Background: an optimization exercise with open tools, aiming at small area and a short achievable clock period. Do not read the settings as production practice. Only simulation tests tie the RTL to the original design; equivalence was not proved. Power is estimated from default activity; no workload was simulated.

## exp/amber
## sigmoid9slices
module sigmoid9slices (
    input wire clk,
    input wire rst_n,
    input wire signed [15:0] x0_in,
    input wire signed [15:0] x1_in,
    input wire valid_in,
    output reg signed [15:0] y0_out,
    output reg signed [15:0] y1_out,
    output reg valid_out
);
    reg v1, v2;
    always @(posedge clk or negedge rst_n)
        if (!rst_n) begin v1 <= 1'b0; v2 <= 1'b0; valid_out <= 1'b0; end
        else begin v1 <= valid_in; v2 <= v1; valid_out <= v2; end
    function [5:0] dec(input [15:0] x);
        reg [14:0] u;
        reg g1, g2, g3, g4, g5;
        begin
            g1 = x[15] ? (x[14:0] <= 15'd31402) : (x[14:0] >= 15'd1365);
            g2 = x[15] ? (x[14:0] <= 15'd28671) : (x[14:0] >= 15'd4096);
            g3 = x[15] ? (x[14:0] <= 15'd25940) : (x[14:0] >= 15'd6827);
            g4 = x[15] ? (x[14:0] <= 15'd23210) : (x[14:0] >= 15'd9557);
            g5 = x[15] ? (x[14:0] <= 15'd20479) : (x[14:0] >= 15'd12288);
            dec = {g5, ~g1, g1 & ~g2, g2 & ~g3, g3 & ~g4, g4 & ~g5};
        end
    endfunction
    reg [12:0] a0, a1;   
    reg [5:0] c0, c1;
    always @(posedge clk) begin
        a0 <= {x0_in[15], x0_in[11:0]}; a1 <= {x1_in[15], x1_in[11:0]};
        c0 <= dec(x0_in); c1 <= dec(x1_in);
    end
    wire [10:0] xr0 = a0[10:0];
    wire [10:0] xn0 = ~a0[10:0];
    wire sat0 = c0[5];
    wire r0_0_0 = (c0[0] & xr0[0]) | (c0[1] & xn0[0]);
    wire r0_0_1 = c0[1];
  ...
For scale: roughly 960 cells after synthesis, roughly 110 flip-flops, ~68 I/O pins.
export LEC_CHECK = 0
export ABC_AREA = 1
export CAP_MARGIN = 20
export CORE_MARGIN = 2
export CORE_UTILIZATION = 70
export SETUP_SLACK_MARGIN = 5
export SLEW_MARGIN = 20
create_clock -name core_clock -period 8.0 [get_ports {clk}]
standard.sh (not shown) runs the stock make flow with config.mk's settings and CLKGATE_MAP_FILE= SYNTH_SCRIPT=/design/flow/synth_recipe.tcl, a recipe that flattens the netlist after the stock synthesis.
==> flow/flow/run.sh <==
#!/bin/bash
# Standard layout, with plain buffers (instead of delay cells) on the ports, and the
# timing repair aimed at a setup slack of 5.6 ns.
set -e
export BUFFER_PORTS_ARGS="-buffer_cell sky130_fd_sc_hd__buf_2"
bash standard.sh finish SETUP_SLACK_MARGIN=5.6 > standard.log 2>&1
exp/amber was carried through to the last stage, and its layout satisfied the timing, design-rule and antenna checks.
### exp/amber -> exp/indigo
- removing ABC_AREA (formerly 1)
--- outcome ---
- Diff exp/amber -> exp/indigo: share of the final layout cell area in multi-input gates +0.34 points; worst path required time went up.
- Portion of the layout cell area used by non-clock buffers is lower on exp/amber
- Changes observed in exp/indigo relative to exp/amber: number of cells in the design after placement decreased 20%; post-layout total power decreased about 6%.
- In exp/indigo, transition time at the pin with the least slew margin is lower than in exp/amber.
- exp/indigo: PASS, flow complete, no timing, DRC or antenna violations
- Of exp/amber and exp/indigo, the run reporting the higher synthesized area was exp/amber.
- exp/amber leaves more setup margin than exp/indigo.
- In the reports for exp/amber and exp/indigo, the larger fraction of area in registers belongs to exp/indigo.
- The global-route total usage across every layer number comes out higher for exp/amber vs exp/indigo.
Changes in exp/onyx relative to exp/indigo:
- changing CORE_UTILIZATION from 70 to 80
- setting ABC_AREA to 1 for the first time
==> flow/flow/run.sh <==
#!/bin/bash
# Standard layout, with plain buffers (instead of delay cells) on the ports, and the
# timing repair aimed at a setup slack of 5.6 ns. The make output goes to standard.log,
# each ORFS step's full log to orfs/logs/.
set -e
export BUFFER_PORTS_ARGS="-buffer_cell sky130_fd_sc_hd__buf_1"
bash standard.sh finish SETUP_SLACK_MARGIN=5.6 > standard.log 2>&1
## What came out
exp/indigo and exp/onyx: one clean run, exp/indigo; the rest did not finish clean.
On share of cell area taken by muxes after synthesis, the higher figure sits with exp/indigo, not exp/onyx.
exp/onyx vs exp/indigo: post-detailed-placement cell area up
In the reports for exp/indigo and exp/onyx, the smaller worst-case setup slack after placement belongs to exp/indigo.
Of exp/indigo and exp/onyx, exp/indigo shows the lower cell count after synthesis, with exp/onyx above it.
Between exp/indigo and exp/onyx, the flow reports placed cell count increasing by more than 10%.

========
sigmoid9slices, a different RTL version from the one above (not shown whole).
Size in the first run: roughly 850 cells after synthesis, ~68 I/O pins.
clock: 8.0 ns
lec_check: 0
abc_area: 1
cap_margin: 20
core_margin: 2
core_utilization: 70
setup_slack_margin: 5
slew_margin: 20
tns_end_percent: 0
==> flow/flow/run.sh <==
#!/bin/bash
# Standard layout, with plain buffers (instead of delay cells) on the ports, and the
# timing repair aimed at a setup slack of 5.6 ns. The make output goes to standard.log,
# each ORFS step's full log to orfs/logs/.
set -e
export BUFFER_PORTS_ARGS="-buffer_cell sky130_fd_sc_hd__buf_2"
bash standard.sh finish SETUP_SLACK_MARGIN=5.6 > standard.log 2>&1
The first run ran to the end with no violations.
Edit:
--- a/flow/flow/run.sh
+++ b/flow/flow/run.sh
@@ -4,4 +4,4 @@
 # each ORFS step's full log to orfs/logs/.
 set -e
-export BUFFER_PORTS_ARGS="-buffer_cell sky130_fd_sc_hd__buf_2"
+export BUFFER_PORTS_ARGS="-buffer_cell sky130_fd_sc_hd__buf_1"
 bash standard.sh finish SETUP_SLACK_MARGIN=5.6 > standard.log 2>&1
=> Wire length rises by a few percent; maximum frequency rises slightly; power falls slightly; setup slack improves by 0.018 ns; cell count rises slightly; non-clock buffer count rises by 14.
Edit:
==> flow/flow/run.sh (replaced) <==
#!/bin/bash
# Standard layout, with plain buffers (instead of delay cells) on the ports, and the
# timing repair aimed at a setup slack of 5.5 ns. The make output goes to standard.log,
# each ORFS step's full log to orfs/logs/.
set -e
export BUFFER_PORTS_ARGS="-buffer_cell sky130_fd_sc_hd__buf_2"
bash standard.sh finish SETUP_SLACK_MARGIN=5.5 > standard.log 2>&1
- CORE_UTILIZATION: 70 -> 60
What happened: The changed run passed the timing, design-rule and antenna checks; routed wire length fell by roughly a tenth; non-clock buffer count went down by 16; setup slack degrades by 0.0035 ns; design area goes down slightly.
Edit:
--- a/flow/flow/run.sh
+++ b/flow/flow/run.sh
@@ -4,4 +4,4 @@
 # each ORFS step's full log to orfs/logs/.
 set -e
-export BUFFER_PORTS_ARGS="-buffer_cell sky130_fd_sc_hd__buf_2"
+export BUFFER_PORTS_ARGS="-buffer_cell sky130_fd_sc_hd__buf_1"
 bash standard.sh finish SETUP_SLACK_MARGIN=5.5 > standard.log 2>&1
- CORE_UTILIZATION: 60 -> 70
Result: The new run ran to the end with no violations; fmax goes down by a few percent; routed wire length rises by a little under a tenth; clock power drops by about a fifth; area after synthesis does not change; die area fell by roughly a tenth; final area goes down by a few percent; sequential share of layout area grows by 0.91 points; synthesized cell count stays the same; flip-flop and latch count does not change; count of clock-buffer cells in the layout rose by 1.
Edit:
==> flow/flow/run.sh (replaced) <==
#!/bin/bash
# Standard layout, with plain buffers (instead of delay cells) on the ports, and the
# timing repair aimed at a setup slack of 5.7 ns. The make output goes to standard.log,
# each ORFS step's full log to orfs/logs/.
set -e
export BUFFER_PORTS_ARGS="-buffer_cell sky130_fd_sc_hd__buf_1"
bash standard.sh finish SETUP_SLACK_MARGIN=5.7 > standard.log 2>&1
Cell area went up by about 4%.
Via count went up by 1.5%.
Maximum frequency went up by about 5%.
Power went up by about 2.5%.
Setup slack gains 0.12 ns.
Cell count went up by 1.2%.
Sequential cell count does not change.
Routed wire length went up by about 0.56%.

## re-timing with driven ports
No port has a modelled driver above. Below, the same layouts with a new extraction and two added sets of constraints. Step 1 assumes that a clkbuf_16 drives the clock port and a buf_2 every other input. Step 2 times the ports against the registers' clock, not the clock port: input delays grow and output delays shrink by t, the midpoint of the rising clock arrivals with the driver on. a / b / c = ideal ports / drivers / drivers and shift; a / b = the first two.
| run | t (ns) | slack for setup (ns) | hold slack, ns |
|---|---|---|---|
| exp/amber | 0.410 | 5.523 / 5.490 / 5.325 | 0.381 / 0.381 / 0.381 |
| exp/indigo | 0.429 | 5.162 / 5.162 / 5.008 | 0.395 / 0.395 / 0.395 |
| the first run of note 2 | 0.438 | 5.488 / 5.451 / 5.367 | 0.378 / 0.378 / 0.378 |
| the second run of note 2 | 0.423 | 5.506 / 5.469 / 5.301 | 0.369 / 0.369 / 0.369 |
| the third run of note 2 | 0.387 | 5.502 / 5.502 / 5.379 | 0.360 / 0.360 / 0.360 |
| the fourth run of note 2 | 0.423 | 5.397 / 5.397 / 5.366 | 0.374 / 0.374 / 0.374 |
| the fifth run of note 2 | 0.416 | 5.517 / 5.494 / 5.344 | 0.366 / 0.366 / 0.366 |
After both steps every run listed still meets setup and hold. The setup slack of the second run of note 2, which loses most, moves by -0.037 ns with the drivers and by -0.205 ns with both steps.
